This is an optimization exercise on Yosys and OpenROAD, whose aim is small area, not a production implementation.
Only simulation tests tie the RTL to the original design; equivalence was not proved.
The clock cells of runs 3 to 6 come from the design's own scripts or RTL, not from TritonCTS.
The clock input has no modelled driver; a real chip could not lean on it and would need a root buffer or a full tree.
Power and IR drop assume default switching activity.

==> design/flow/design.v <==
`timescale 1ns / 1ps
module ATM(
    input            clk,
    input            rst,
    input  [1:0]     mode,
    input  [11:0]    keypad,
    input            load,
    output [2:0]     nstate,
    output           auth,
    output reg [7:0] bal
);
    reg [2:0] st;
    reg       kv;           
    reg [1:0] ki;           
    reg [1:0] acc;          
    reg [7:0] db0, db1, db2, db3;
    assign nstate = {st[2] & ~st[1], st[1] & ~st[2], st[0]};
    assign auth   = st[2] | st[1];
    wire s_idle = ~st[2] & ~st[1] & ~st[0];
    wire s_auth = st == 3'd1;
    wire s_menu = st == 3'd2;
    wire s_bal  = st == 3'd3;
    wire s_wd   = st == 3'd4;
    wire s_tr   = st == 3'd5;
    wire [3:0] ka = keypad[11:8];
    wire [7:0] kp = keypad[7:0];
    wire m0 = keypad == 12'hA11;
    wire m1 = keypad == 12'hB22;
    wire m2 = keypad == 12'hC33;
    wire m3 = keypad == 12'hD44;
    reg [7:0] src, tgb;
    always @(*) begin
        case (acc)
            2'd0: src = db0;
            2'd1: src = db1;
            2'd2: src = db2;
            default: src = db3;
        endcase
    end
    wire       tv = ka[3] & (ka[2] ^ ka[1]);      
    wire [1:0] ti = {~ka[1], ka[0]};              
    always @(*) begin
        case (ti)
            2'd0: tgb = db0;
            2'd1: tgb = db1;
            2'd2: tgb = db2;
            default: tgb = db3;
        endcase
    end
    wire [7:0] amt  = kp & {8{st[2]}};
    wire [8:0] dif9 = {1'b0, src} - {1'b0, amt};
    wire [7:0] diff = dif9[7:0];
    wire       a_le = ~dif9[8];                   
    wire       a_nz = |kp;
    wire [8:0] sum9 = {1'b0, tgb} + {1'b0, kp};
    wire       s_ok = ~sum9[8] & ~(&sum9[7:0]);   
    wire ok_w = a_nz & a_le;
    wire ok_t = ok_w & tv & (ti != acc) & s_ok;
    wire do_w = s_wd & load & ok_w;
    wire do_t = s_tr & load & ok_t;
    wire we_s = do_w | do_t;      
    wire [3:0] sa = {acc == 2'd3, acc == 2'd2, acc == 2'd1, acc == 2'd0};
    wire [3:0] ta = {ti == 2'd3, ti == 2'd2, ti == 2'd1, ti == 2'd0};
    wire [3:0] we = ({4{we_s}} & sa) | ({4{do_t}} & ta);
    wire we0 = we[0], we1 = we[1], we2 = we[2], we3 = we[3];
    wire [7:0] wd0 = sa[0] ? diff : sum9[7:0];
    wire [7:0] wd1 = sa[1] ? diff : sum9[7:0];
    wire [7:0] wd2 = sa[2] ? diff : sum9[7:0];
    wire [7:0] wd3 = sa[3] ? diff : sum9[7:0];
    always @(posedge clk) begin
        if (rst) begin
            st  <= 3'd0;
            kv  <= 1'b0;
            ki  <= 2'd0;
            acc <= 2'd0;
            bal <= 8'd0;
            db0 <= 8'd50;
            db1 <= 8'd175;
            db2 <= 8'd200;
            db3 <= 8'd40;
        end else begin
            if (load) begin
                kv <= m0 | m1 | m2 | m3;
                ki <= {m2 | m3, m1 | m3};
            end
            case (st)
                3'd1: if (kv) begin st <= 3'd2; acc <= ki; end
                3'd2: case (mode)
                        2'b00: st <= 3'd2;
                        2'b01: st <= 3'd3;
                        2'b10: st <= 3'd4;
                        default: st <= 3'd5;
                      endcase
                3'd3: st <= 3'd2;
                3'd4, 3'd5: if (load) st <= we_s ? 3'd0 : 3'd6;
                default: st <= 3'd1;
            endcase
            if (s_bal | do_w) bal <= diff;
            if (we0) db0 <= wd0;
            if (we1) db1 <= wd1;
            if (we2) db2 <= wd2;
            if (we3) db3 <= wd3;
        end
    end
endmodule
module seven_seg_display_bal(
    input            clk,
    input            rst,
    input      [7:0] bal,
    output reg [6:0] seg,
    output reg [3:0] an,
    output           dp
);
    assign dp = 1'b1;
    reg [14:0] lf;
    reg [1:0]  dg;
    wire z    = ~|lf[13:0];
    wire wrap = lf[14] & z;           
    always @(posedge clk)
        if (rst) begin
            lf <= 15'd0;
            dg <= 2'd0;
        end else begin
            lf <= {lf[13:0], lf[14] ^ lf[13] ^ z};
            if (wrap) dg <= dg + 2'd1;
        end
    function [3:0] a3;
        input [3:0] x;
        case (x)
            4'd5: a3 = 4'd8;
            4'd6: a3 = 4'd9;
            4'd7: a3 = 4'd10;
            4'd8: a3 = 4'd11;
            4'd9: a3 = 4'd12;
            default: a3 = x;
        endcase
    endfunction
    wire [3:0] c1 = a3({1'b0, bal[7:5]});
    wire [3:0] c2 = a3({c1[2:0], bal[4]});
    wire [3:0] c3 = a3({c2[2:0], bal[3]});
    wire [3:0] c4 = a3({1'b0, c1[3], c2[3], c3[3]});
    wire [3:0] c5 = a3({c3[2:0], bal[2]});
    wire [3:0] c6 = a3({c4[2:0], c5[3]});
    wire [3:0] c7 = a3({c5[2:0], bal[1]});
    wire [3:0] hundreds = {2'b0, c4[3], c6[3]};
    wire [3:0] tens     = {c6[2:0], c7[3]};
    wire [3:0] ones     = {c7[2:0], bal[0]};
    reg  [3:0] digit;
    always @(*) begin
        case (dg)
            2'b00: begin an = 4'b1110; digit = ones;     end
            2'b01: begin an = 4'b1101; digit = tens;     end
            2'b10: begin an = 4'b1011; digit = hundreds; end
            default: begin an = 4'b0111; digit = 4'd0;   end
        endcase
    end
    always @(*) begin
        case (digit)
            4'd0: seg = 7'b1000000;
            4'd1: seg = 7'b1111001;
            4'd2: seg = 7'b0100100;
            4'd3: seg = 7'b0110000;
            4'd4: seg = 7'b0011001;
            4'd5: seg = 7'b0010010;
            4'd6: seg = 7'b0000010;
            4'd7: seg = 7'b1111000;
            4'd8: seg = 7'b0000000;
            4'd9: seg = 7'b0010000;
            default: seg = 7'b1111111;
        endcase
    end
endmodule
`timescale 1ns / 1ps
module ATM_top(
    input        clk,         
    input        rst,         
    input  [1:0] mode,
    input  [11:0] keypad,
    input        load,
    output       auth,
    output [2:0] nstate,
    output [6:0] seg,
    output [3:0] an,
    output       dp
);
    wire [7:0] bal;
    ATM atm_fsm(
        .clk(clk),
        .rst(rst),
        .mode(mode),
        .keypad(keypad),
        .load(load),
        .auth(auth),
        .nstate(nstate),
        .bal(bal)
    );
    seven_seg_display_bal display_unit(
        .clk(clk),
        .rst(rst),
        .bal(bal),
        .seg(seg),
        .an(an),
        .dp(dp)
    );
endmodule
==> design/flow/run.sh <==
#!/bin/bash
# synth_recipe.tcl (not shown) runs the flow's synth.tcl, then flattens the netlist and writes it again
# the make line also repeats each setting of config.mk as NAME=value (left out here)
make -C /OpenROAD-flow-scripts/flow DESIGN_CONFIG=/design/flow/config.mk WORK_HOME=/design/flow/orfs CLKGATE_MAP_FILE= SYNTH_SCRIPT=/design/flow/synth_recipe.tcl finish
==> design/flow/config.mk <==
export PLATFORM = sky130hd
export DESIGN_NAME = ATM_top
export DESIGN_NICKNAME = ATM_top
export VERILOG_FILES = /design/flow/design.v
export SDC_FILE = /design/flow/constraint.sdc
export NUM_CORES = 4
export LEC_CHECK = 0
export ABC_AREA = 1
export CAP_MARGIN = 20
export CORE_MARGIN = 2
export CORE_UTILIZATION = 40
export PLACE_DENSITY = 0.6
export SLEW_MARGIN = 20
==> design/flow/constraint.sdc <==
create_clock -name core_clock -period 10.0 [get_ports {clk}]
set_input_delay 2.0000 -clock core_clock [delete_from_list [all_inputs] [get_ports {clk}]]
set_output_delay 2.0000 -clock core_clock [all_outputs]
set_load 0.01 [all_outputs]
==> run notes, run 1 <==
* Status: no timing/DRC/antenna violations
* Flop and latch count out of synthesis at 65
* Synthesized cell area at 4790 sq um
* Initial Util at 0.414
* Clock power frac at 0.252
* Slew @ Worst Pin at 0.970 ns
* Crit end category: register
* Sequential share of power at 0.251
* Core Region at 11600 sq um
* Post-cts resize count at 0
* Grt total ovfl at 0
* Hold Vio Cnt, Final at 0
* WS Path Type: in -> reg
* Critical Path Max Stage Delay at 0.71 ns
* Total of max-cap violations at 0
* I/O Pins at 33
* Detailed-route DRC error count at 0
* Leak pwr at 0.00253 uW
* Die area at 12900 sq um
* Sequential element share of the synthesized area at 0.272
* Hold Path Origin: display_unit.lf[6]$_SDFF_PP0_
* Synth Area per Inst at 6.30 sq um
* Fin crit share at 0.588
* RSZ-0062 raised after global routing: no
* Reg-to-reg setup timing slack at 5.44 ns
* First-pass GRT wire length at 23.9 mm
* Root buf cell: clkbuf_16
* R2R depth at 21
* Critical path cell sequence: clkdlybuf4s50_1 > inv_1 > nor2_1 > inv_1 > o211ai_1 > o21ai_0 > inv_1 > ha_1 > a21oi_1 > nand2_1 > xnor2_1 > nor4_1 > nand4_1 > nand2_1 > inv_2 > nor2_2 > inv_2 > nand2_2 > inv_2 > nand2_1 > a21oi_1
* Ant diodes at 0
* Routed length per placed instance at 15.8 um
* Worst R2R End: atm_fsm.bal[7]$_SDFFE_PP0P_
* Post-layout min period at 5.88 ns
* Logic pwr share at 0.498
* Largest buffer count on any clock path at 2
* Fmax at 0.170 GHz
* Setup bufs post-CTS at 0
* Clock sink count at 65
* Ys async rst share at 0
* Nets at 831
* Synth Net Count at 806
* Area delta synth->final at 14.8%
* Startpoint types: input pin
* TritonCTS Buffers at 9
* Post-route ant nets at 0
* CTS tree: done
* CP Buf/Inv Count at 7
* Gate Count Post-Synth at 760
* Hold Path End: display_unit.lf[7]$_SDFF_PP0_
* Hold crit path type: reg -> reg
* R2r startpoint: atm_fsm.acc[1]$_SDFFE_PP0P_
* CP required at 10.26 ns
* Max Slew Vio Count at 0
* Yosys cell types at 41
* Commonest register cell after synthesis: dfxtp_1
* Floorplan row count at 39
* Yosys warns at 2
* Drt first-iter violations at 384
* Maximum VDD drop at 0.125 mV
* Post-DP HPWL at 11.7 mm
* CP Max Fanout at 9
* Setup TNS at 0 ns
* Worst path slowest cell: xnor2_1
* Antenna violations before repair at 0
* Port bufs at 31
* Switch share at 0.424
* WHS at 0.418 ns
* DR pass1 iterations at 5
* WP data arrival at 6.14 ns
* Vias at 4916
* Vias in the first global route at 4574
* Setup Skew at 0.00659 ns
* Total detailed-routing wirelength at 14.7 mm
* Clk slew on worst S/H paths at 0.06 ns
* Relative slew margins at 0.349
* Delay-heaviest family, CP: buffers and inverters
* Later-pin clock latency in the skew report at 0.33 ns
* NetSw at 491 uW
* GRT Total Usage at 0.240
* Hold depth at 2
* Horiz. Die Dim at 113 um
* Setup violators final at 0
* Htree depth at 3
* Largest net degree at the start of global routing at 38
* Post-synth EDFFs at 0
* Cell Pwr Density at 211 nW/um^2
* Routability cong. at 1.03
* Die outline height at 113 um
* Hold-fix buffers, CTS at 0
* Layout cells sized above 1 at 0.0835
* Cell internal pwr at 667 uW
* Drt via density at 5.27
worst max path at each step:
stage	from	to	slack, ns	depth (start not counted)
4_1_cts	keypad[9]	atm_fsm.db1[0]$_SDFFE_PP1P_	4.20	25
2_1_floorplan	keypad[9]	atm_fsm.db1[2]$_SDFFE_PP1P_	4.85	25
3_5_place_dp	keypad[9]	atm_fsm.db1[5]$_SDFFE_PP1P_	3.88	25
6_report	keypad[9]	atm_fsm.db3[1]$_SDFFE_PP0P_	4.12	21
5_1_grt	keypad[9]	atm_fsm.db0[6]$_SDFFE_PP0P_	3.74	21
3_3_place_gp	keypad[9]	atm_fsm.db0[6]$_SDFFE_PP0P_	3.99	21
cell type report:
class	instances	area (sq um)
repair buffers	33	325
clock inverters	5	40.0
multi-input cells	558	2960
fillers	1215	6070
flip-flops and latches	65	1300
clock buffers	11	243
inverters	118	445
well taps	143	179
synth_stat cells (11+ instances only):
master / count / area [sq um]
clkbuf_1: 16 / 60.1
o21ai_0: 82 / 410
nand4_1: 11 / 68.8
dfxtp_1: 65 / 1300
nor2_1: 40 / 150
nand2_2: 19 / 119
ha_1: 27 / 338
o211ai_1: 14 / 105
nand3_1: 47 / 235
inv_1: 105 / 394
a21oi_1: 41 / 205
nand2_1: 210 / 788
power groups by stage:
stage / clock (uW) / sequential, uW / combinational (uW)
finish: 291 / 290 / 577
global route: 312 / 293 / 646
CTS: 300 / 290 / 573
detailed placement: 0 / 296 / 571
global placement: 0 / 295 / 563
floorplan: 0 / 289 / 373
placed cells by master, fill, tap and decap left out, types with 7 or more instances in the layout:
cell type	instances
a21oi_1	41
clkbuf_16	9
clkdlybuf4s50_1	31
dfxtp_1	65
ha_1	27
inv_1	105
inv_2	8
nand2_1	210
nand2_2	19
nand3_1	47
nand3_2	7
nand4_1	11
nor2_1	40
o211ai_1	14
o21ai_0	82
xor2_1	10
per-stage QoR:
| step | worst slack, ns | total power [uW] | utilization | std cells | area, sq um |
|---|---|---|---|---|---|
| after global routing | 3.74 | 1250 | 0.475 | 933 | 5490 |
| after CTS | 4.20 | 1160 | 0.475 | 933 | 5490 |
| after global placement | 3.99 | 858 | 0.451 | 917 | 5210 |
| after floorplan | 4.85 | 661 | - | 760 | 4790 |
| after detailed placement | 3.88 | 866 | 0.451 | 917 | 5210 |
| final | 4.12 | 1160 | 0.475 | 933 | 5490 |
cell families (layout without fill, tap and decap cells):
logic type      after synthesis  in the layout  synth area share
other cells                   1              1          0.000783
xor+xnor                     13             13            0.0238
fa+ha+maj                    29             29            0.0789
simple gates                353            353             0.324
buf+inv                     137            167             0.110
flops                        65             65             0.272
compound gates              162            162             0.191
worst register-to-register path: cells and delay by family (launching register included):
kind,cells,cell delay (ns)
flip-flops,1,0.59
adder cells (fa/ha/maj),2,0.46
AO/OA/AOI/OAI,8,1.13
buffers and inverters,4,0.61
AND/OR/NAND/NOR,7,1.65
registers in the layout (all words and copies together) (netlist names), 3 cells and up:
signal and flops:
atm_fsm.bal 8, atm_fsm.db0 8, atm_fsm.db1 8, atm_fsm.db2 8, atm_fsm.db3 8, atm_fsm.st 3
display_unit.lf 15
routing by layer:
| layer | vias to the layer above | GRT usage | part of all wire |
|---|---|---|---|
| li1 | 2512 | - | - |
| met5 | - | 0 | 0 |
| met1 | 2242 | 0.343 | 0.48 |
| met4 | 0 | 0.0553 | 0.016 |
| met2 | 148 | 0.374 | 0.44 |
| met3 | 14 | 0.0462 | 0.063 |
==> run 2, diff against run 1 <==
==> design/flow/flow/run.sh (new file) <==
#!/bin/bash
# Own layout flow: the standard synthesis, then the combinational logic
# between the (unchanged) flip-flops is re-mapped for area with a stronger ABC
# script, then the standard layout with small port buffers and a lighter
# clock tree. Each tool's output goes to a log file in the work folder.
set -euo pipefail
WORK=$(pwd)
FLOWDIR=$WORK/flow
YOSYS=${YOSYS_EXE:-/OpenROAD-flow-scripts/tools/install/yosys/bin/yosys}
R=$WORK/orfs/results/$FLOW_PLATFORM/ATM_top/base

# 1. standard synthesis, unchanged
bash standard.sh synth > $WORK/1_synth_standard.log 2>&1

# 2. re-map the combinational logic (flip-flops kept as they are)
cp $R/1_2_yosys.v $WORK/1_2_yosys_standard.v
LIB=$FLOW_HOME/platforms/$FLOW_PLATFORM/lib/sky130_fd_sc_hd__tt_025C_1v80.lib \
TOP=$FLOW_TOP IN=$WORK/1_2_yosys_standard.v OUT=$WORK/1_2_yosys_remap.v \
ABCSCR=$FLOWDIR/remap.abc DONT_USE="*lpflow* *probe*" \
  $YOSYS -c $FLOWDIR/remap.tcl > $WORK/1_remap_yosys.log 2>&1
cp $WORK/1_2_yosys_remap.v $R/1_2_yosys.v
rm -f $R/1_synth.odb $R/1_synth.sdc

# 3. standard layout on the re-mapped netlist
export BUFFER_PORTS_ARGS="-buffer_cell sky130_fd_sc_hd__buf_1"
export CTS_ARGS="${OWN_CTS_ARGS:--sink_clustering_enable -repair_clock_nets -dont_use_dummy_load}"
bash standard.sh finish > $WORK/2_layout_standard.log 2>&1
==> design/flow/flow/remap.abc (new file) <==
strash; &get -n; &deepsyn -T 30; &put; dch -f; amap; topo
==> design/flow/flow/remap.tcl (new file) <==
# Re-map the combinational logic of a mapped netlist; sequential cells are
# black boxes, so every flip-flop keeps its instance name and cell type.
yosys -import
set lib $::env(LIB)
read_liberty -ignore_miss_func $lib
read_verilog $::env(IN)
hierarchy -top $::env(TOP)
blackbox sky130_fd_sc_hd__*df* sky130_fd_sc_hd__conb_1
flatten
# names made from flattened cells' pins are hidden so the netlist's own net
# names are kept
yosys rename -hide w:_*_.*
opt_clean
set dus {}
foreach c $::env(DONT_USE) { lappend dus -dont_use $c }
abc -liberty $lib {*}$dus -script $::env(ABCSCR)
opt_clean -purge
hilomap -singleton -hicell sky130_fd_sc_hd__conb_1 HI -locell sky130_fd_sc_hd__conb_1 LO
splitnets
opt_clean -purge
insbuf -buf sky130_fd_sc_hd__buf_1 A X

tee -o $::env(OUT).stat stat -liberty $lib
write_verilog -noattr -noexpr -nohex -nodec $::env(OUT)
==> design/flow/standard.sh (new file) <==
#!/bin/bash
# synth_recipe.tcl (not shown) runs the flow's synth.tcl, then flattens the netlist and writes it again
# the make line also repeats each setting of config.mk as NAME=value (left out here)
make -C /OpenROAD-flow-scripts/flow DESIGN_CONFIG=/design/flow/config.mk WORK_HOME=/design/flow/orfs CLKGATE_MAP_FILE= SYNTH_SCRIPT=/design/flow/synth_recipe.tcl "${@:-finish}"
removed: design/flow/run.sh
==> run notes, run 2 <==
* Final Power at 508 uW (was 1160 uW)
* Routed length per placed instance at 17.2 um (was 15.8 um)
* Crit-path most repeated cell: o21ai_0
* Initial Util at 0.407 (was 0.414)
* Commonest non-fill, non-tap cell in the layout: nor2_1 (was nand2_1)
* Pre-CTS setup slack at 2.21 ns (was 3.88 ns)
* Hold depth at 2 (unchanged)
* Synthesized cell area at 3730 sq um (was 4790 sq um)
* RSZ-0062 raised after global routing: no (unchanged)
* Detailed-route DRC error count at 0 (unchanged)
* Max Slew Vio Count at 0 (unchanged)
* Largest Register: display_unit.lf (unchanged)
* Leak pwr at 0.00139 uW (was 0.00253 uW)
* Startpoint types: input pin (unchanged)
* GRT Total Usage at 0.245 (was 0.240)
* Die area at 10100 sq um (was 12900 sq um)
* Setup violators final at 0 (unchanged)
* Clk slew on worst S/H paths at 0.09 ns (was 0.06 ns)
* CP Buf/Inv Count at 4 (was 7)
* Vias in the first global route at 3661 (was 4574)
* Vias at 4172 (was 4916)
* Status: no timing/DRC/antenna violations (unchanged)
* Cell Pwr Density at 123 nW/um^2 (was 211 nW/um^2)
* Hold Vio Cnt, Final at 0 (unchanged)
* Die outline height at 101 um (was 113 um)
* Setup bufs post-CTS at 0 (unchanged)
* Synth Area per Inst at 6.87 sq um (was 6.30 sq um)
* Final Cell Area at 4120 sq um (was 5490 sq um)
* Final WS setup at 2.41 ns (was 4.12 ns)
* CTS tree: done (unchanged)
* I/O Pins at 33 (unchanged)
* Largest net degree at the start of global routing at 35 (was 38)
* Max FFs per register at 15 (unchanged)
* Total detailed-routing wirelength at 12.0 mm (was 14.7 mm)
* Layout cells sized above 1 at 0.0205 (was 0.0835)
* Crit end category: register (unchanged)
* Delay-heaviest family, CP: compound AO/OA/AOI/OAI gates (was buffers and inverters)
* Port bufs at 31 (unchanged)
* Register area at 1300 sq um (unchanged)
* CP required at 10.19 ns (was 10.26 ns)
* Area delta synth->final at 10.7% (was 14.8%)
* Relative slew margins at 0.367 (was 0.349)
* TritonCTS Buffers at 9 (unchanged)
* CP Max Fanout at 7 (was 9)
* Floorplan row count at 35 (was 39)
* Nets at 603 (was 831)
* Hold-fix buffers, CTS at 0 (unchanged)
* Post-layout min period at 7.59 ns (was 5.88 ns)
* Routability cong. at 1.01 (was 1.03)
* Total of max-cap violations at 0 (unchanged)
* R2R depth at 27 (was 21)
* Stages on the worst setup path at 28 (was 21)
* Maximum VDD drop at 0.0591 mV (was 0.125 mV)
* Setup Skew at 0.0293 ns (was 0.00659 ns)
* Layout fillers at 973 (was 1215)
* Post-cts resize count at 0 (unchanged)
* Yosys warns at 2 (unchanged)
* WS Path Type: in -> reg (unchanged)
* Largest buffer count on any clock path at 2 (unchanged)
* Worst path slowest cell: o21ai_0 (was xnor2_1)
* Gate Count Post-Synth at 542 (was 760)
* Horiz. Die Dim at 101 um (was 113 um)
* Fmax at 0.132 GHz (was 0.170 GHz)
* Ant diodes at 0 (unchanged)
* DR pass1 iterations at 7 (was 5)
* Multi-input logic area at 2110 sq um (was 2960 sq um)
* Drt first-iter violations at 484 (was 384)
* Root buf cell: clkbuf_8 (was clkbuf_16)
* Slew @ Worst Pin at 0.940 ns (was 0.970 ns)
* WP data arrival at 7.77 ns (was 6.14 ns)
* Grt total ovfl at 0 (unchanged)
* Dpl cell area at 4000 sq um (was 5210 sq um)
* Post-route ant nets at 0 (unchanged)
* Later-pin clock latency in the skew report at 0.35 ns (was 0.33 ns)
* Synth Net Count at 559 (was 806)
* Post-DP HPWL at 9.07 mm (was 11.7 mm)
* Fin crit share at 0.759 (was 0.588)
* Antenna violations before repair at 0 (unchanged)
* Drt via density at 6.00 (was 5.27)
* Htree depth at 3 (unchanged)
* Setup TNS at 0 ns (unchanged)
* Critical Path Max Stage Delay at 0.75 ns (was 0.71 ns)
* Most frequent cells in the layout: 87 x nor2_1, 83 x clkinv_1, 65 x dfxtp_1 (was 210 x nand2_1, 105 x inv_1, 82 x o21ai_0)
* Core Region at 9150 sq um (was 11600 sq um)
* Hold crit path type: reg -> reg (unchanged)
* Clock sink count at 65 (unchanged)
* First-pass GRT wire length at 19.2 mm (was 23.9 mm)
[run 2: cell count changes in the layout (fill, tap and decap cells not counted), moves of 34 or more]
cell / previous run / this run
clkinv_1: 4 / 83
nor2_1: 40 / 87
o22ai_1: 0 / 34
nand2_1: 210 / 63
o21ai_0: 82 / 42
inv_1: 105 / 0
[run 2: per-stage QoR]
| stage | cells | util | hold WS [ns] |
|---|---|---|---|
| after global routing | 695 | 0.451 | 0.425 |
| after floorplan | 542 | - | 0.397 |
| final | 695 | 0.451 | 0.395 |
| after detailed placement | 686 | 0.437 | 0.408 |
| after CTS | 695 | 0.451 | 0.400 |
| after global placement | 686 | 0.437 | 0.401 |
[run 2: layer usage]
| layer | GRT usage | up-vias | share of wire |
|---|---|---|---|
| li1 | - | 2044 | - |
| met1 | 0.328 | 1909 | 0.45 |
| met2 | 0.404 | 203 | 0.46 |
| met3 | 0.0395 | 16 | 0.077 |
| met4 | 0.0780 | 0 | 0.014 |
| met5 | 0 | - | 0 |
[run 2: tightest hold or removal path: cells and delay by family, from the launching register on]
kind	cells	cell delay, ns
flops	1	0.30
buf+inv	1	0.04
simple gates	1	0.03
[run 2: worst paths after layout]
| kind | slack [ns] | from | end |
|---|---|---|---|
| worst min register to register | 0.40 | display_unit.lf[12]$_SDFF_PP0_ | display_unit.lf[13]$_SDFF_PP0_ |
| worst min-delay path | 0.40 | display_unit.lf[12]$_SDFF_PP0_ | display_unit.lf[13]$_SDFF_PP0_ |
| worst max register to register | 3.81 | atm_fsm.acc[0]$_SDFFE_PP0P_ | atm_fsm.db0[2]$_SDFFE_PP0P_ |
| worst max-delay path | 2.41 | keypad[8] | atm_fsm.db0[3]$_SDFFE_PP0P_ |
[run 2: cell type report]
class / count / area share
Timing Repair Buffer: 34 / 0.0337
Multi-Input combinational cell: 393 / 0.512
Clock buffer: 9 / 0.0300
Sequential cell: 65 / 0.316
Tap cell: 111 / 0.0337
Inverter: 83 / 0.0755
[run 2: report_power, final]
part | switching [uW] | leakage, uW | internal, uW
clock network | 91.2 | 0.0000647 | 80.2
registers | 1.91 | 0.000526 | 262
logic | 51.9 | 0.000801 | 20.5
total | 145 | 0.00139 | 363
==> run 3, diff against run 2 <==
--- a/design/flow/flow/run.sh
+++ b/design/flow/flow/run.sh
@@ -21,7 +21,15 @@
 cp $WORK/1_2_yosys_remap.v $R/1_2_yosys.v
 rm -f $R/1_synth.odb $R/1_synth.sdc
 
-# 3. standard layout on the re-mapped netlist
+# 3. standard floorplan and placement, with small port buffers
 export BUFFER_PORTS_ARGS="-buffer_cell sky130_fd_sc_hd__buf_1"
-export CTS_ARGS="${OWN_CTS_ARGS:--sink_clustering_enable -repair_clock_nets -dont_use_dummy_load}"
-bash standard.sh finish > $WORK/2_layout_standard.log 2>&1
+bash standard.sh place > $WORK/2_place_standard.log 2>&1
+
+# 4. clock distribution (flow/clock.tcl) in place of TritonCTS
+RESULTS_DIR=$R LIB=$FLOW_HOME/platforms/$FLOW_PLATFORM/lib/sky130_fd_sc_hd__tt_025C_1v80.lib \
+PLATFORM_DIR=$FLOW_HOME/platforms/$FLOW_PLATFORM CLOCK_PORT=clk \
+CLKBUF=${OWN_CLKBUF:-sky130_fd_sc_hd__clkbuf_8} NGROUP=${OWN_NGROUP:-4} \
+  ${OPENROAD_EXE:-$FLOW_HOME/../tools/install/OpenROAD/bin/openroad} -no_init -exit $FLOWDIR/clock.tcl > $WORK/3_clock_openroad.log 2>&1
+
+# 5. standard routing and finishing
+bash standard.sh finish > $WORK/4_route_standard.log 2>&1
==> design/flow/flow/clock.tcl (new file) <==
# Clock distribution in place of TritonCTS: the flip-flops are split into
# NGROUP groups by position (halves by x, then by y), and the clock port drives
# one clock buffer (CLKBUF) per group, placed at the group's centre, which
# drives that group's clock pins. All groups are alike (same buffer, similar
# loads), so no register's clock is made early or late on purpose. Then
# detailed placement and hold repair, as ORFS's cts step does.
set R $::env(RESULTS_DIR)
read_liberty $::env(LIB)
read_db $R/3_place.odb
read_sdc $R/3_place.sdc
source $::env(PLATFORM_DIR)/setRC.tcl
set block [ord::get_db_block]
set clk [$block findNet $::env(CLOCK_PORT)]
set master [[ord::get_db] findMaster $::env(CLKBUF)]
set sinks {}
foreach it [$clk getITerms] {
  set loc [[$it getInst] getLocation]
  lappend sinks [list $it [lindex $loc 0] [lindex $loc 1]]
}
proc split2 {l idx} {
  set l [lsort -integer -index $idx $l]
  set h [expr {[llength $l] / 2}]
  return [list [lrange $l 0 [expr {$h - 1}]] [lrange $l $h end]]
}
set groups [list $sinks]
set ng $::env(NGROUP)
set axis 1
while {[llength $groups] < $ng} {
  set new {}
  foreach g $groups { foreach h [split2 $g $axis] { lappend new $h } }
  set groups $new
  set axis [expr {3 - $axis}]
}
set k 0
foreach g $groups {
  set inst [odb::dbInst_create $block $master clkbuf_$k]
  set net [odb::dbNet_create $block clknet_$k]
  $net setSigType CLOCK
  set xs 0; set ys 0
  foreach s $g {
    set it [lindex $s 0]
    $it disconnect
    $it connect $net
    set xs [expr {$xs + [lindex $s 1]}]; set ys [expr {$ys + [lindex $s 2]}]
  }
  set n [llength $g]
  [$inst findITerm A] connect $clk
  [$inst findITerm X] connect $net
  $inst setLocation [expr {$xs / $n}] [expr {$ys / $n}]
  $inst setPlacementStatus PLACED
  puts "clock buffer clkbuf_$k drives $n sinks"
  incr k
}
set_propagated_clock [all_clocks]
detailed_placement
estimate_parasitics -placement
repair_timing -hold -setup_margin 0 -hold_margin 0
detailed_placement
check_placement
write_db $R/4_1_cts.odb
write_db $R/4_cts.odb
write_sdc $R/4_cts.sdc
==> run notes, run 3 <==
* Setup TNS at 0 ns (unchanged)
* Area delta synth->final at 8.83% (was 10.7%)
* GRT Total Usage at 0.232 (was 0.245)
* Most frequent cells in the layout: 87 x nor2_1, 83 x clkinv_1, 65 x dfxtp_1 (unchanged)
* Pre-CTS setup slack at 2.21 ns (unchanged)
* Critical Path Max Stage Delay at 0.74 ns (was 0.75 ns)
* Total of max-cap violations at 0 (unchanged)
* Cell Pwr Density at 109 nW/um^2 (was 123 nW/um^2)
* Dpl cell area at 4000 sq um (unchanged)
* Largest Register: display_unit.lf (unchanged)
* Vias in the first global route at 3635 (was 3661)
* I/O Pins at 33 (unchanged)
* Hold Vio Cnt, Final at 0 (unchanged)
* CP required at 10.03 ns (was 10.19 ns)
* Status: no timing/DRC/antenna violations (unchanged)
* R2r startpoint: atm_fsm.acc[0]$_SDFFE_PP0P_ (unchanged)
* Die area at 10100 sq um (unchanged)
* Final Cell Area at 4060 sq um (was 4120 sq um)
* Worst path slowest cell: o21ai_0 (unchanged)
* Leak pwr at 0.00136 uW (was 0.00139 uW)
* Die outline height at 101 um (unchanged)
* DR pass1 iterations at 6 (was 7)
* Hold crit path type: reg -> reg (unchanged)
* Later-pin clock latency in the skew report at 0.17 ns (was 0.35 ns)
* Fmax at 0.131 GHz (was 0.132 GHz)
* Slew @ Worst Pin at 0.924 ns (was 0.940 ns)
* Crit end category: register (unchanged)
* Maximum VDD drop at 0.0569 mV (was 0.0591 mV)
* Setup violators final at 0 (unchanged)
* Synth Area per Inst at 6.87 sq um (unchanged)
* Post-layout min period at 7.62 ns (was 7.59 ns)
* Post-route ant nets at 0 (unchanged)
* Post-DP HPWL at 9.07 mm (unchanged)
* Ant diodes at 0 (unchanged)
* Setup Skew at 0.0204 ns (was 0.0293 ns)
* WP data arrival at 7.65 ns (was 7.77 ns)
* WHS at 0.417 ns (was 0.395 ns)
* Layout cells sized above 1 at 0.0121 (was 0.0205)
* Reg-to-reg setup timing slack at 3.82 ns (was 3.81 ns)
* Hold Path Origin: display_unit.lf[11]$_SDFF_PP0_ (was display_unit.lf[12]$_SDFF_PP0_)
* Crit-path most repeated cell: o21ai_0 (unchanged)
* Synth Net Count at 559 (unchanged)
* Max FFs per register at 15 (unchanged)
* Core Region at 9150 sq um (unchanged)
* Drt first-iter violations at 441 (was 484)
* Max Slew Vio Count at 0 (unchanged)
* Startpoint types: input pin (unchanged)
* Hold Path End: display_unit.lf[12]$_SDFF_PP0_ (was display_unit.lf[13]$_SDFF_PP0_)
* Routability cong. at 1.01 (unchanged)
* Drt via density at 5.99 (was 6.00)
* Commonest non-fill, non-tap cell in the layout: nor2_1 (unchanged)
* Worst R2R End: atm_fsm.db0[2]$_SDFFE_PP0P_ (unchanged)
* RSZ-0062 raised after global routing: no (unchanged)
* Initial Util at 0.407 (unchanged)
* Final core utilization at 0.443 (was 0.451)
* Fin crit share at 0.762 (was 0.759)
* Antenna violations before repair at 0 (unchanged)
* Yosys warns at 2 (unchanged)
* Port bufs at 31 (unchanged)
* Routed length per placed instance at 17.0 um (was 17.2 um)
* Synthesized cell area at 3730 sq um (unchanged)
* CP Max Fanout at 7 (unchanged)
* Nets at 598 (was 603)
* R2R depth at 27 (unchanged)
* Vias at 4131 (was 4172)
* Detailed-route DRC error count at 0 (unchanged)
* First-pass GRT wire length at 19.1 mm (was 19.2 mm)
* Horiz. Die Dim at 101 um (unchanged)
* Final WS setup at 2.38 ns (was 2.41 ns)
* Relative slew margins at 0.377 (was 0.367)
* WS Path Type: in -> reg (unchanged)
* Clk slew on worst S/H paths at 0.10 ns (was 0.09 ns)
* Total detailed-routing wirelength at 11.7 mm (was 12.0 mm)
* Hold depth at 2 (unchanged)
* Gate Count Post-Synth at 542 (unchanged)
* Largest net degree at the start of global routing at 35 (unchanged)
* Grt total ovfl at 0 (unchanged)
* Floorplan row count at 35 (unchanged)
-- run 3: cell types whose count changed in the layout (fill, tap and decap cells not counted) --
cell | previous run | this run
clkbuf_8 | 9 | 4
-- run 3: worst max-delay path: cells and delay by family --
kind	cells	cell delay [ns]
AOI/OAI and AO/OA	12	2.78
and+or+nand+nor	12	2.01
buffers and inverters	4	0.86
-- run 3: layout make-up --
| cell class | count | area, sq um |
|---|---|---|
| Tap cell | 111 | 139 |
| Fill cell | 975 | 5100 |
| Multi-Input combinational cell | 393 | 2110 |
| Timing Repair Buffer | 34 | 139 |
| Inverter | 83 | 312 |
| Buffer | 4 | 55.1 |
| Sequential cell | 65 | 1300 |
-- run 3: stage by stage --
stage                     instances  power [uW]
after global placement          686         340
final                           690         443
after detailed placement        686         340
after floorplan                 542         315
after global routing            690         461
-- run 3: power breakdown --
group / internal, uW / switching [uW]
clock: 37.3 / 69.9
combinational: 20.5 / 51.7
sequential: 262 / 1.96
-- run 3: worst max path at each step --
stage                         start                     endpoint  slack [ns]
final                     keypad[8]  atm_fsm.db0[3]$_SDFFE_PP0P_        2.38
after global placement    keypad[8]  atm_fsm.db0[3]$_SDFFE_PP0P_        2.42
after detailed placement  keypad[8]  atm_fsm.db0[3]$_SDFFE_PP0P_        2.21
after floorplan           keypad[8]  atm_fsm.db0[3]$_SDFFE_PP0P_        3.97
after global routing      keypad[8]  atm_fsm.db0[3]$_SDFFE_PP0P_        1.71
-- run 3: per-layer routing --
layer	up-vias	global-route usage	share of wire
met1	1866	0.325	0.45
met2	203	0.396	0.45
met3	24	0.0125	0.075
met4	0	0.0537	0.024
met5	-	0	0
li1	2038	-	-
==> run 4, diff against run 3 <==
--- a/design/flow/design.v
+++ b/design/flow/design.v
@@ -7,21 +7,20 @@
     input            load,
     output [2:0]     nstate,
     output           auth,
-    output reg [7:0] bal
+    output [7:0]     bal
 );
     reg [2:0] st;
     reg       kv;           
     reg [1:0] ki;           
     reg [1:0] acc;          
+    reg [7:0] nbal;         
     reg [7:0] db0, db1, db2, db3;
+    assign bal    = ~nbal;
     assign nstate = {st[2] & ~st[1], st[1] & ~st[2], st[0]};
     assign auth   = st[2] | st[1];
-    wire s_idle = ~st[2] & ~st[1] & ~st[0];
-    wire s_auth = st == 3'd1;
-    wire s_menu = st == 3'd2;
-    wire s_bal  = st == 3'd3;
-    wire s_wd   = st == 3'd4;
-    wire s_tr   = st == 3'd5;
+    wire s_bal = st == 3'd3;
+    wire s_wd  = st == 3'd4;
+    wire s_tr  = st == 3'd5;
     wire [3:0] ka = keypad[11:8];
     wire [7:0] kp = keypad[7:0];
     wire m0 = keypad == 12'hA11;
@@ -59,47 +58,46 @@
     wire do_w = s_wd & load & ok_w;
     wire do_t = s_tr & load & ok_t;
     wire we_s = do_w | do_t;      
-    wire [3:0] sa = {acc == 2'd3, acc == 2'd2, acc == 2'd1, acc == 2'd0};
-    wire [3:0] ta = {ti == 2'd3, ti == 2'd2, ti == 2'd1, ti == 2'd0};
-    wire [3:0] we = ({4{we_s}} & sa) | ({4{do_t}} & ta);
-    wire we0 = we[0], we1 = we[1], we2 = we[2], we3 = we[3];
-    wire [7:0] wd0 = sa[0] ? diff : sum9[7:0];
-    wire [7:0] wd1 = sa[1] ? diff : sum9[7:0];
-    wire [7:0] wd2 = sa[2] ? diff : sum9[7:0];
-    wire [7:0] wd3 = sa[3] ? diff : sum9[7:0];
+    wire [3:0] sa  = {acc == 2'd3, acc == 2'd2, acc == 2'd1, acc == 2'd0};
+    wire [3:0] ta  = {ti == 2'd3, ti == 2'd2, ti == 2'd1, ti == 2'd0};
+    wire [3:0] wdv = {4{we_s}} & sa;
+    wire [3:0] wsv = {4{do_t}} & ta;
     always @(posedge clk) begin
         if (rst) begin
-            st  <= 3'd0;
-            kv  <= 1'b0;
-            ki  <= 2'd0;
-            acc <= 2'd0;
-            bal <= 8'd0;
             db0 <= 8'd50;
             db1 <= 8'd175;
             db2 <= 8'd200;
             db3 <= 8'd40;
         end else begin
-            if (load) begin
+            if (wdv[0]) db0 <= diff; else if (wsv[0]) db0 <= sum9[7:0];
+            if (wdv[1]) db1 <= diff; else if (wsv[1]) db1 <= sum9[7:0];
+            if (wdv[2]) db2 <= diff; else if (wsv[2]) db2 <= sum9[7:0];
+            if (wdv[3]) db3 <= diff; else if (wsv[3]) db3 <= sum9[7:0];
+        end
+    end
+    always @(posedge clk) begin
+        if (load) begin
+            ki <= {m2 | m3, m1 | m3};
+        end
+        if (st == 3'd1 && kv)
+            acc <= ki;
+    end
+    always @(posedge clk) begin
+        if (rst) begin
+            st   <= 3'd0;
+            kv   <= 1'b0;
+            nbal <= 8'hff;
+        end else begin
+            if (load)
                 kv <= m0 | m1 | m2 | m3;
-                ki <= {m2 | m3, m1 | m3};
-            end
             case (st)
-                3'd1: if (kv) begin st <= 3'd2; acc <= ki; end
-                3'd2: case (mode)
-                        2'b00: st <= 3'd2;
-                        2'b01: st <= 3'd3;
-                        2'b10: st <= 3'd4;
-                        default: st <= 3'd5;
-                      endcase
+                3'd1: if (kv) st <= 3'd2;
+                3'd2: st <= {mode[1], ~mode[1], mode[0]};
                 3'd3: st <= 3'd2;
                 3'd4, 3'd5: if (load) st <= we_s ? 3'd0 : 3'd6;
                 default: st <= 3'd1;
             endcase
-            if (s_bal | do_w) bal <= diff;
-            if (we0) db0 <= wd0;
-            if (we1) db1 <= wd1;
-            if (we2) db2 <= wd2;
-            if (we3) db3 <= wd3;
+            if (s_bal | do_w) nbal <= ~diff;
         end
     end
 endmodule
@@ -112,16 +110,19 @@
     output           dp
 );
     assign dp = 1'b1;
-    reg [14:0] lf;
-    reg [1:0]  dg;
-    wire z    = ~|lf[13:0];
-    wire wrap = lf[14] & z;           
+    localparam [14:0] POL = 15'h2aaa;
+    reg  [14:0] p;
+    reg  [1:0]  dg;
+    wire [14:0] lf   = p ^ POL;
+    wire        z    = ~|lf[13:0];
+    wire        wrap = lf[14] & z;          
+    wire [14:0] lfn  = {lf[13:0], lf[14] ^ lf[13] ^ z};
     always @(posedge clk)
         if (rst) begin
-            lf <= 15'd0;
+            p  <= POL;
             dg <= 2'd0;
         end else begin
-            lf <= {lf[13:0], lf[14] ^ lf[13] ^ z};
+            p <= lfn ^ POL;
             if (wrap) dg <= dg + 2'd1;
         end
     function [3:0] a3;
@@ -166,7 +167,7 @@
             4'd7: seg = 7'b1111000;
             4'd8: seg = 7'b0000000;
             4'd9: seg = 7'b0010000;
-            default: seg = 7'b1111111;
+            default: seg = 7'bxxxxxxx;
         endcase
     end
 endmodule
--- a/design/flow/config.mk
+++ b/design/flow/config.mk
@@ -9,5 +9,6 @@
 export CAP_MARGIN = 20
 export CORE_MARGIN = 2
 export CORE_UTILIZATION = 40
+export GPL_TIMING_DRIVEN = 0
 export PLACE_DENSITY = 0.6
 export SLEW_MARGIN = 20
==> run notes, run 4 <==
* Hold depth at 1 (was 2)
* Post-route ant nets at 0 (unchanged)
* Setup Skew at 0.0202 ns (was 0.0204 ns)
* Largest Register: display_unit.p (was display_unit.lf)
* Synth Area per Inst at 6.89 sq um (was 6.87 sq um)
* Ant diodes at 0 (unchanged)
* Hold Path End: display_unit.p[1]$_SDFF_PP1_ (was display_unit.lf[12]$_SDFF_PP0_)
* Clk slew on worst S/H paths at 0.11 ns (was 0.10 ns)
* Layout cells sized above 1 at 0.00874 (was 0.0121)
* Max FFs per register at 15 (unchanged)
* Horiz. Die Dim at 100 um (was 101 um)
* R2r startpoint: atm_fsm.acc[0]$_DFFE_PP_ (was atm_fsm.acc[0]$_SDFFE_PP0P_)
* Setup TNS at 0 ns (unchanged)
* Setup violators final at 0 (unchanged)
* Post-layout min period at 7.91 ns (was 7.62 ns)
* Routability cong. at 0.929 (was 1.01)
* Synth Net Count at 554 (was 559)
* Relative slew margins at 0.430 (was 0.377)
* Die area at 10000 sq um (was 10100 sq um)
* Largest net degree at the start of global routing at 30 (was 35)
* Hold crit path type: reg -> reg (unchanged)
* Total of max-cap violations at 0 (unchanged)
* Total detailed-routing wirelength at 11.1 mm (was 11.7 mm)
* Drt via density at 5.84 (was 5.99)
* Area delta synth->final at 8.42% (was 8.83%)
* Max Slew Vio Count at 0 (unchanged)
* Nets at 591 (was 598)
* Hold Path Origin: display_unit.p[0]$_SDFF_PP0_ (was display_unit.lf[11]$_SDFF_PP0_)
* Cell Pwr Density at 105 nW/um^2 (was 109 nW/um^2)
* Fmax at 0.127 GHz (was 0.131 GHz)
* Gate Count Post-Synth at 537 (was 542)
* Synthesized cell area at 3700 sq um (was 3730 sq um)
* Commonest non-fill, non-tap cell in the layout: nor2_1 (unchanged)
* Crit end category: register (unchanged)
* Hold Vio Cnt, Final at 0 (unchanged)
* CP Max Fanout at 11 (was 7)
* Core Region at 9110 sq um (was 9150 sq um)
* WS Path Type: in -> reg (unchanged)
* I/O Pins at 33 (unchanged)
* Layout fillers at 956 (was 975)
* Vias in the first global route at 3652 (was 3635)
* GRT Total Usage at 0.220 (was 0.232)
* Die outline height at 100 um (was 101 um)
* Detailed-route DRC error count at 0 (unchanged)
* RSZ-0062 raised after global routing: no (unchanged)
* Routed length per placed instance at 16.2 um (was 17.0 um)
* Startpoint types: input pin (unchanged)
* Vias at 3987 (was 4131)
* Maximum VDD drop at 0.0949 mV (was 0.0569 mV)
* Reg-to-reg setup timing slack at 2.88 ns (was 3.82 ns)
* Antenna violations before repair at 0 (unchanged)
* First-pass GRT wire length at 17.9 mm (was 19.1 mm)
* Post-DP HPWL at 8.49 mm (was 9.07 mm)
* Most frequent cells in the layout: 108 x nor2_1, 74 x clkinv_1, 61 x nand2_1, 61 x dfxtp_1, 48 x o21ai_0 (was 87 x nor2_1, 83 x clkinv_1, 65 x dfxtp_1)
* Leak pwr at 0.00137 uW (was 0.00136 uW)
* CP required at 10.10 ns (was 10.03 ns)
* Worst R2R End: atm_fsm.db0[2]$_SDFFE_PP0P_ (unchanged)
* Later-pin clock latency in the skew report at 0.17 ns (about the same)
* R2R depth at 29 (was 27)
* Fin crit share at 0.791 (was 0.762)
* Yosys warns at 2 (unchanged)
* Drt first-iter violations at 324 (was 441)
* Grt total ovfl at 0 (unchanged)
* Slew @ Worst Pin at 0.855 ns (was 0.924 ns)
* Initial Util at 0.406 (was 0.407)
* DR pass1 iterations at 6 (unchanged)
* Floorplan row count at 35 (unchanged)
* WP data arrival at 8.00 ns (was 7.65 ns)
* Status: no timing/DRC/antenna violations (unchanged)
* Final core utilization at 0.441 (was 0.443)
* Port bufs at 31 (unchanged)
run 4: power breakdown:
group	internal [uW]	leakage, uW	switching [uW]
clock	37.2	0.0000288	66.4
combinational	14.9	0.000811	37.4
sequential	263	0.000530	1.42
total	315	0.00137	105
run 4: worst max-delay path by stage:
stage	from	to	slack, ns
2_1_floorplan	keypad[0]	atm_fsm.db3[5]$_SDFFE_PP1P_	3.59
3_3_place_gp	keypad[9]	atm_fsm.db0[2]$_SDFFE_PP0P_	2.20
3_5_place_dp	keypad[8]	atm_fsm.db0[2]$_SDFFE_PP0P_	2.20
5_1_grt	keypad[8]	atm_fsm.db0[2]$_SDFFE_PP0P_	1.65
6_report	keypad[9]	atm_fsm.db0[2]$_SDFFE_PP0P_	2.09
run 4: stage by stage:
step / total power, uW / hold slack (ns) / setup slack (ns) / area (sq um) / instances
2_1_floorplan: 303 / 0.361 / 3.59 / 3700 / 537
3_3_place_gp: 321 / 0.374 / 2.20 / 3960 / 679
3_5_place_dp: 322 / 0.375 / 2.20 / 3960 / 679
5_1_grt: 438 / 0.408 / 1.65 / 4010 / 683
6_report: 421 / 0.401 / 2.09 / 4010 / 683
run 4: per-layer routing:
| metal | up-vias | global-route usage | share of wire | routed length (um) |
|---|---|---|---|---|
| met1 | 1844 | 0.313 | 0.46 | 5140 |
| met4 | 0 | 0.0643 | 0.032 | 359 |
| met5 | - | 0 | 0 | 0 |
| li1 | 1997 | - | - | - |
| met2 | 120 | 0.363 | 0.45 | 4980 |
| met3 | 26 | 0.00975 | 0.053 | 583 |
run 4: worst max-delay path, stage by stage:
cell and delay, ns:
buf_1 0.34, clkinv_1 0.21, nand2_1 0.40, o22ai_1 0.15, nor2_1 0.17, o21ai_0 0.19, o21ai_0 0.30, o22ai_1 0.13
nand2_1 0.10, o21ai_0 0.11, nand2_1 0.10, o21ai_0 0.12, o21ai_0 0.65, nor3_1 0.19, nor2_1 0.14, a21oi_1 0.07
a2111oi_0 0.56, o21ai_0 0.24, a211oi_1 0.49, nor2_1 0.22, nor2_1 0.42, clkinv_1 0.29, or2_0 0.26, a31oi_1 0.15
run 4: layout make-up:
cell class                      count  area [sq um]  share of cell area
Multi-Input combinational cell    397          2080               0.518
Sequential cell                    65          1340               0.334
Inverter                           74           278              0.0692
Tap cell                          111           139              0.0346
Timing Repair Buffer               31           118              0.0293
Buffer                              5          58.8              0.0147
==> run 5, diff against run 4 <==
--- a/design/flow/config.mk
+++ b/design/flow/config.mk
@@ -9,6 +9,5 @@
 export CAP_MARGIN = 20
 export CORE_MARGIN = 2
 export CORE_UTILIZATION = 40
-export GPL_TIMING_DRIVEN = 0
 export PLACE_DENSITY = 0.6
 export SLEW_MARGIN = 20
==> run notes, run 5 <==
* Status: no timing/DRC/antenna violations (unchanged)
* Worst path slowest cell: a2111oi_0 (was o21ai_0)
* Most frequent cells in the layout: 108 x nor2_1, 74 x clkinv_1, 61 x nand2_1, 61 x dfxtp_1, 48 x o21ai_0 (unchanged)
* Yosys warns at 2 (unchanged)
* Largest net degree at the start of global routing at 30 (unchanged)
* Hold crit path type: reg -> reg (unchanged)
* Crit-path most repeated cell: nor2_1 (was o21ai_0)
* CP required at 10.03 ns (was 10.10 ns)
* Hold Vio Cnt, Final at 0 (unchanged)
* Layout cells sized above 1 at 0.00874 (unchanged)
* Die outline height at 100 um (unchanged)
* Die area at 10000 sq um (unchanged)
* Area delta synth->final at 8.49% (was 8.42%)
* Crit end category: register (unchanged)
* Clock power frac at 0.243 (was 0.246)
* Placed cells at 679 (unchanged)
* Horiz. Die Dim at 100 um (unchanged)
* Antenna violations before repair at 0 (unchanged)
* Floorplan row count at 35 (unchanged)
* Logic pwr share at 0.127 (was 0.124)
* DR pass1 iterations at 5 (was 6)
* CP Buf/Inv Count at 3 (unchanged)
* GRT Total Usage at 0.224 (was 0.220)
* Post-layout min period at 7.64 ns (was 7.91 ns)
* Fmax at 0.131 GHz (was 0.127 GHz)
* Max FFs per register at 15 (unchanged)
* Leak pwr at 0.00137 uW (about the same)
* Max Slew Vio Count at 0 (unchanged)
* Core Region at 9110 sq um (unchanged)
* Slew @ Worst Pin at 0.968 ns (was 0.855 ns)
* Relative slew margins at 0.348 (was 0.430)
* Routability cong. at 1.01 (was 0.929)
* Maximum VDD drop at 0.0856 mV (was 0.0949 mV)
* Detailed-route DRC error count at 0 (unchanged)
* I/O Pins at 33 (unchanged)
* CP Max Fanout at 5 (was 11)
* Later-pin clock latency in the skew report at 0.16 ns (was 0.17 ns)
* Synth Area per Inst at 6.89 sq um (unchanged)
* Startpoint types: input pin (unchanged)
* Vias in the first global route at 3727 (was 3652)
* Cell Pwr Density at 105 nW/um^2 (about the same)
* Switch share at 0.249 (was 0.250)
* Initial Util at 0.406 (unchanged)
* Drt via density at 6.00 (was 5.84)
* Post-route ant nets at 0 (unchanged)
* Final std cells w/o fill at 683 (unchanged)
* Final core utilization at 0.441 (about the same)
* Setup Skew at 0.0186 ns (was 0.0202 ns)
* Delay-heaviest family, CP: compound AO/OA/AOI/OAI gates (unchanged)
* Vias at 4099 (was 3987)
* Gate Count Post-Synth at 537 (unchanged)
* Setup violators final at 0 (unchanged)
* Total detailed-routing wirelength at 11.3 mm (was 11.1 mm)
* Setup TNS at 0 ns (unchanged)
* Grt total ovfl at 0 (unchanged)
* Sequential share of power at 0.630 (was 0.629)
* Clk slew on worst S/H paths at 0.11 ns (about the same)
* Total of max-cap violations at 0 (unchanged)
* Cell internal pwr at 315 uW (about the same)
* Fin crit share at 0.764 (was 0.791)
* Ant diodes at 0 (unchanged)
* Layout fillers at 976 (was 956)
* Drt first-iter violations at 411 (was 324)
* Port bufs at 31 (unchanged)
* Commonest non-fill, non-tap cell in the layout: nor2_1 (unchanged)
* Post-DP HPWL at 8.96 mm (was 8.49 mm)
* WP data arrival at 7.67 ns (was 8.00 ns)
* Largest Register: display_unit.p (unchanged)
* NetSw at 105 uW (about the same)
* RSZ-0062 raised after global routing: no (unchanged)
* First-pass GRT wire length at 18.5 mm (was 17.9 mm)
* Synthesized cell area at 3700 sq um (unchanged)
* Routed length per placed instance at 16.6 um (was 16.2 um)
* Critical Path Max Stage Delay at 0.43 ns (was 0.65 ns)
* Nets at 591 (unchanged)
* Synth Net Count at 554 (unchanged)
* WS Path Type: in -> reg (unchanged)
## run 5: through the flow
step	setup slack (ns)	cell area, sq um	power, uW	hold WS, ns
final	2.36	4020	420	0.394
after global routing	1.76	4020	438	0.413
after detailed placement	2.37	3960	322	0.375
after global placement	2.44	3960	322	0.370
after floorplan	3.59	3700	303	0.361
## run 5: path summary, 6_finish.rpt
check / slack (ns) / startpoint / to / cells past startpoint
setup / recovery: 2.36 / keypad[0] / atm_fsm.db3[2]$_SDFFE_PP0P_ / 30
hold / removal: 0.39 / display_unit.p[10]$_SDFF_PP0_ / display_unit.p[11]$_SDFF_PP1_ / 1
setup reg to reg: 3.08 / atm_fsm.acc[1]$_DFFE_PP_ / atm_fsm.db3[2]$_SDFFE_PP0P_ / 31
hold reg to reg: 0.39 / display_unit.p[10]$_SDFF_PP0_ / display_unit.p[11]$_SDFF_PP1_ / 1
## run 5: layout make-up
type,instances,area [sq um],share of cell area
plain buffers,4,55.1,0.0137
multi-input cells,397,2080,0.518
flip-flops and latches,65,1340,0.334
repair buffers,32,124,0.0309
inverters,74,278,0.0692
well taps,111,139,0.0346
## run 5: worst register-to-register path, delay by kind of cell (launching register included)
kind            cells  cell delay, ns
compound gates     16            3.57
simple gates       13            2.61
flops               1            0.43
buf+inv             2            0.18
## run 5: power groups by stage
stage	Sequential, uW	Combinational (uW)	Clock, uW
global placement	271	51.9	0
floorplan	270	33.2	0
finish	265	53.1	102
global route	265	59.1	114
detailed placement	271	51.8	0
## run 5: metal layers
layer / vias up / track usage / share of wire / wire length, um
met5: - / 0 / 0 / 0
met4: 0 / 0.0611 / 0.029 / 327
met3: 28 / 0.0188 / 0.060 / 684
met2: 175 / 0.368 / 0.45 / 5120
met1: 1907 / 0.317 / 0.46 / 5190
li1: 1989 / - / - / -
==> run 6, diff against run 5 <==
--- a/design/flow/flow/run.sh
+++ b/design/flow/flow/run.sh
@@ -28,7 +28,7 @@
 # 4. clock distribution (flow/clock.tcl) in place of TritonCTS
 RESULTS_DIR=$R LIB=$FLOW_HOME/platforms/$FLOW_PLATFORM/lib/sky130_fd_sc_hd__tt_025C_1v80.lib \
 PLATFORM_DIR=$FLOW_HOME/platforms/$FLOW_PLATFORM CLOCK_PORT=clk \
-CLKBUF=${OWN_CLKBUF:-sky130_fd_sc_hd__clkbuf_8} NGROUP=${OWN_NGROUP:-4} \
+CLKBUF_LIST="sky130_fd_sc_hd__clkbuf_2 sky130_fd_sc_hd__clkbuf_4 sky130_fd_sc_hd__clkbuf_8 sky130_fd_sc_hd__clkbuf_16" SLEW_TARGET=0.115 NGROUP=4 \
   ${OPENROAD_EXE:-$FLOW_HOME/../tools/install/OpenROAD/bin/openroad} -no_init -exit $FLOWDIR/clock.tcl > $WORK/3_clock_openroad.log 2>&1
 
 # 5. standard routing and finishing
--- a/design/flow/flow/clock.tcl
+++ b/design/flow/flow/clock.tcl
@@ -1,9 +1,10 @@
 # Clock distribution in place of TritonCTS: the flip-flops are split into
-# NGROUP groups by position (halves by x, then by y), and the clock port drives
-# one clock buffer (CLKBUF) per group, placed at the group's centre, which
-# drives that group's clock pins. All groups are alike (same buffer, similar
-# loads), so no register's clock is made early or late on purpose. Then
-# detailed placement and hold repair, as ORFS's cts step does.
+# NGROUP groups by position (halves by y, then by x), and the clock port
+# drives one clock buffer per group, placed at the group's centre, which
+# drives that group's clock pins. All groups get the same buffer: the
+# smallest of CLKBUF_LIST whose clock-pin slew, estimated from placement,
+# stays under SLEW_TARGET. No register's clock is made early or late on
+# purpose. Then detailed placement and hold repair, as ORFS's cts step does.
 set R $::env(RESULTS_DIR)
 read_liberty $::env(LIB)
 read_db $R/3_place.odb
@@ -11,7 +12,7 @@
 source $::env(PLATFORM_DIR)/setRC.tcl
 set block [ord::get_db_block]
 set clk [$block findNet $::env(CLOCK_PORT)]
-set master [[ord::get_db] findMaster $::env(CLKBUF)]
+set master [[ord::get_db] findMaster [lindex $::env(CLKBUF_LIST) end]]
 set sinks {}
 foreach it [$clk getITerms] {
   set loc [[$it getInst] getLocation]
@@ -53,6 +54,31 @@
 }
 set_propagated_clock [all_clocks]
 detailed_placement
+
+# smallest clock buffer (all groups alike) whose clock pins' slew, estimated
+# from placement, stays under SLEW_TARGET (ns)
+proc worst_clk_slew {} {
+  estimate_parasitics -placement
+  set worst 0.0
+  foreach pin [get_pins -hierarchical */CLK] {
+    foreach e {rise fall} { foreach a {min max} {
+      set s [get_property $pin slew_${a}_$e]
+      if {$s > $worst} { set worst $s }
+    }}
+  }
+  return $worst
+}
+set chosen ""
+foreach b $::env(CLKBUF_LIST) {
+  set m [[ord::get_db] findMaster $b]
+  for {set i 0} {$i < $k} {incr i} { [$block findInst clkbuf_$i] swapMaster $m }
+  set w [worst_clk_slew]
+  puts "clock buffer $b: worst clock pin slew $w"
+  set chosen $b
+  if {$w <= $::env(SLEW_TARGET)} { break }
+}
+puts "clock buffer chosen: $chosen"
+detailed_placement
 estimate_parasitics -placement
 repair_timing -hold -setup_margin 0 -hold_margin 0
 detailed_placement
--- a/design/flow/config.mk
+++ b/design/flow/config.mk
@@ -8,6 +8,7 @@
 export ABC_AREA = 1
 export CAP_MARGIN = 20
 export CORE_MARGIN = 2
-export CORE_UTILIZATION = 40
-export PLACE_DENSITY = 0.6
+export CORE_UTILIZATION = 65
+export GPL_TIMING_DRIVEN = 0
+export PLACE_DENSITY = 0.8
 export SLEW_MARGIN = 20
==> run notes, run 6 <==
* Status: no timing/DRC/antenna violations (unchanged)
* Commonest non-fill, non-tap cell in the layout: nor2_1 (unchanged)
* I/O Pins at 33 (unchanged)
* Die outline height at 79.5 um (was 100 um)
* Top Metal Used: met4 (unchanged)
* Post-DP HPWL at 8.30 mm (was 8.96 mm)
* Setup violators final at 0 (unchanged)
* Post-layout min period at 7.90 ns (was 7.64 ns)
* Vias in the first global route at 3799 (was 3727)
* Core Region at 5510 sq um (was 9110 sq um)
* Vias at 4244 (was 4099)
* Max FFs per register at 15 (unchanged)
* Final Power at 420 uW (about the same)
* Slew @ Worst Pin at 0.832 ns (was 0.968 ns)
* Area delta synth->final at 7.10% (was 8.49%)
* Worst R2R End: atm_fsm.db0[2]$_SDFFE_PP0P_ (was atm_fsm.db3[2]$_SDFFE_PP0P_)
* Hold Vio Cnt, Final at 0 (unchanged)
* Met1 WL at 4.51 mm (was 5.19 mm)
* Total of max-cap violations at 0 (unchanged)
* Nets at 591 (unchanged)
* DR pass1 iterations at 9 (was 5)
* Fin crit share at 0.790 (was 0.764)
* Final core utilization at 0.720 (was 0.441)
* Drt via density at 6.59 (was 6.00)
* Final WS setup at 2.10 ns (was 2.36 ns)
* Maximum VDD drop at 0.141 mV (was 0.0856 mV)
* Layout fillers at 444 (was 976)
* Startpoint types: input pin (unchanged)
* R2r startpoint: atm_fsm.acc[1]$_DFFE_PP_ (unchanged)
* Gate Count Post-Synth at 537 (unchanged)
* WP data arrival at 7.99 ns (was 7.67 ns)
* Hold depth at 1 (unchanged)
* Synth Area per Inst at 6.89 sq um (unchanged)
* Post-route ant nets at 0 (unchanged)
* WS Path Type: in -> reg (unchanged)
* First-pass GRT wire length at 18.0 mm (was 18.5 mm)
* Total detailed-routing wirelength at 11.1 mm (was 11.3 mm)
* Cell Pwr Density at 106 nW/um^2 (was 105 nW/um^2)
* Ant diodes at 0 (unchanged)
* Antenna violations before repair at 0 (unchanged)
* CP Max Fanout at 6 (was 5)
* Pre-CTS setup slack at 2.29 ns (was 2.37 ns)
* Fmax at 0.127 GHz (was 0.131 GHz)
* Routed wl met3 at 1.14 mm (was 684 um)
* Setup TNS at 0 ns (unchanged)
* Horiz. Die Dim at 79.5 um (was 100 um)
* Yosys warns at 2 (unchanged)
* Leak pwr at 0.00137 uW (about the same)
* Hold crit path type: reg -> reg (unchanged)
* Synthesized cell area at 3700 sq um (unchanged)
* RSZ-0062 raised after global routing: no (unchanged)
* Setup Skew at 0.0229 ns (was 0.0186 ns)
* Detailed-route DRC error count at 0 (unchanged)
* Max Slew Vio Count at 0 (unchanged)
* Drt first-iter violations at 498 (was 411)
* CP required at 10.09 ns (was 10.03 ns)
* GRT Total Usage at 0.355 (was 0.224)
* Critical path origin: keypad[0] (unchanged)
* Largest Register: display_unit.p (unchanged)
* Synth Net Count at 554 (unchanged)
* Layout cells sized above 1 at 0.00874 (unchanged)
* Later-pin clock latency in the skew report at 0.17 ns (was 0.16 ns)
* Relative slew margins at 0.445 (was 0.348)
* Crit end category: register (unchanged)
* Clk slew on worst S/H paths at 0.10 ns (was 0.11 ns)
* Most frequent cells in the layout: 108 x nor2_1, 74 x clkinv_1, 61 x nand2_1, 61 x dfxtp_1, 48 x o21ai_0 (unchanged)
* Floorplan row count at 27 (was 35)
* R2R depth at 30 (was 31)
* Routed length per placed instance at 17.2 um (was 16.6 um)
* WHS at 0.396 ns (was 0.394 ns)
* Die area at 6310 sq um (was 10000 sq um)
* Routability cong. at 1.01 (about the same)
* Port bufs at 31 (unchanged)
* Met2 Wirelength at 5.15 mm (was 5.12 mm)
* CP endpoint: atm_fsm.db0[2]$_SDFFE_PP0P_ (was atm_fsm.db3[2]$_SDFFE_PP0P_)
* Reg-to-reg setup timing slack at 2.78 ns (was 3.08 ns)
* Initial Util at 0.672 (was 0.406)
* Grt total ovfl at 0 (unchanged)
* Largest net degree at the start of global routing at 30 (unchanged)
==> run 6: worst min-delay path by stage <==
stage | to | from
floorplan | display_unit.p[1]$_SDFF_PP1_ | display_unit.p[0]$_SDFF_PP0_
finish | display_unit.p[1]$_SDFF_PP1_ | display_unit.p[0]$_SDFF_PP0_
global route | display_unit.p[9]$_SDFF_PP1_ | display_unit.p[8]$_SDFF_PP0_
global placement | display_unit.p[1]$_SDFF_PP1_ | display_unit.p[0]$_SDFF_PP0_
detailed placement | display_unit.p[1]$_SDFF_PP1_ | display_unit.p[0]$_SDFF_PP0_
==> run 6: worst max-delay path: stages <==
cell and delay (ns):
buf_1 0.18, clkinv_1 0.21, nor2_1 0.19, o21ai_0 0.12
nor2_1 0.17, clkinv_1 0.08, a22oi_1 0.22, o21ai_0 0.22
nor2_1 0.18, o21ai_0 0.16, nor2b_1 0.18, o22ai_1 0.18
nor2_1 0.08, o21ai_0 0.24, o21ai_0 0.14, a21o_1 0.19
nor2_1 0.13, or2_0 0.16, and2_0 0.20, o221ai_1 0.17
a2111oi_0 0.49, o21ai_0 0.22, a211oi_1 0.48, nor2_1 0.21
nor2_1 0.45, clkinv_1 0.32, or2_0 0.28, a31oi_1 0.16
==> run 6: layer usage <==
metal,up-vias,global-route usage
li1,1991,-
met1,1930,0.482
met2,286,0.600
met3,37,0.0385
met4,0,0.0966
met5,-,0
==> run 6: power by group <==
group	internal, uW	leakage (uW)	switching, uW
clock	37.2	0.0000288	65.8
sequential	263	0.000530	1.32
combinational	14.9	0.000811	38.1
==> run 6: through the flow <==
stage	area (sq um)	instances
after floorplan	3700	537
after detailed placement	3910	640
final	3960	644
after global placement	3910	640
after global routing	3960	644
==> run 6: cell type report <==
| type | count | area, sq um | share of cell area |
|---|---|---|---|
| Sequential cell | 65 | 1340 | 0.338 |
| Buffer | 5 | 58.8 | 0.0148 |
| Multi-Input combinational cell | 397 | 2080 | 0.524 |
| Inverter | 74 | 278 | 0.0701 |
| Timing Repair Buffer | 31 | 118 | 0.0297 |
| Tap cell | 72 | 90.1 | 0.0227 |

what the ideal ports hide:
No port has a modelled driver above. Below, the same layouts with a new extraction and two added sets of constraints.
Step 1: set_driving_cell puts a clkbuf_16 on clk and a buf_2 on each other input, an assumption about the parent block.
Step 2 also shifts input and output timing later by t, the mid clock arrival at the registers, as if the neighbouring blocks saw the same clock.
Three values: ideal, step 1, step 2; two values: the first two.
run	t (ns)	setup WS [ns]	worst setup path at the end	pins driven straight from the clock port
run 1	0.367	4.120 / 4.129 / 3.762	input to register	1
run 2	0.366	2.414 / 2.424 / 2.058	input to register	1
run 3	0.225	2.376 / 2.420 / 2.195	input to register	4
run 4	0.217	2.095 / 2.128 / 1.911	input to register	4
run 5	0.213	2.359 / 2.395 / 2.182	input to register	4
run 6	0.220	2.098 / 2.139 / 1.920	input to register	4
After both steps setup and hold are still met in every run listed. The setup slack of run 1, which loses most, moves by +0.009 ns with the drivers and by -0.358 ns with both steps.
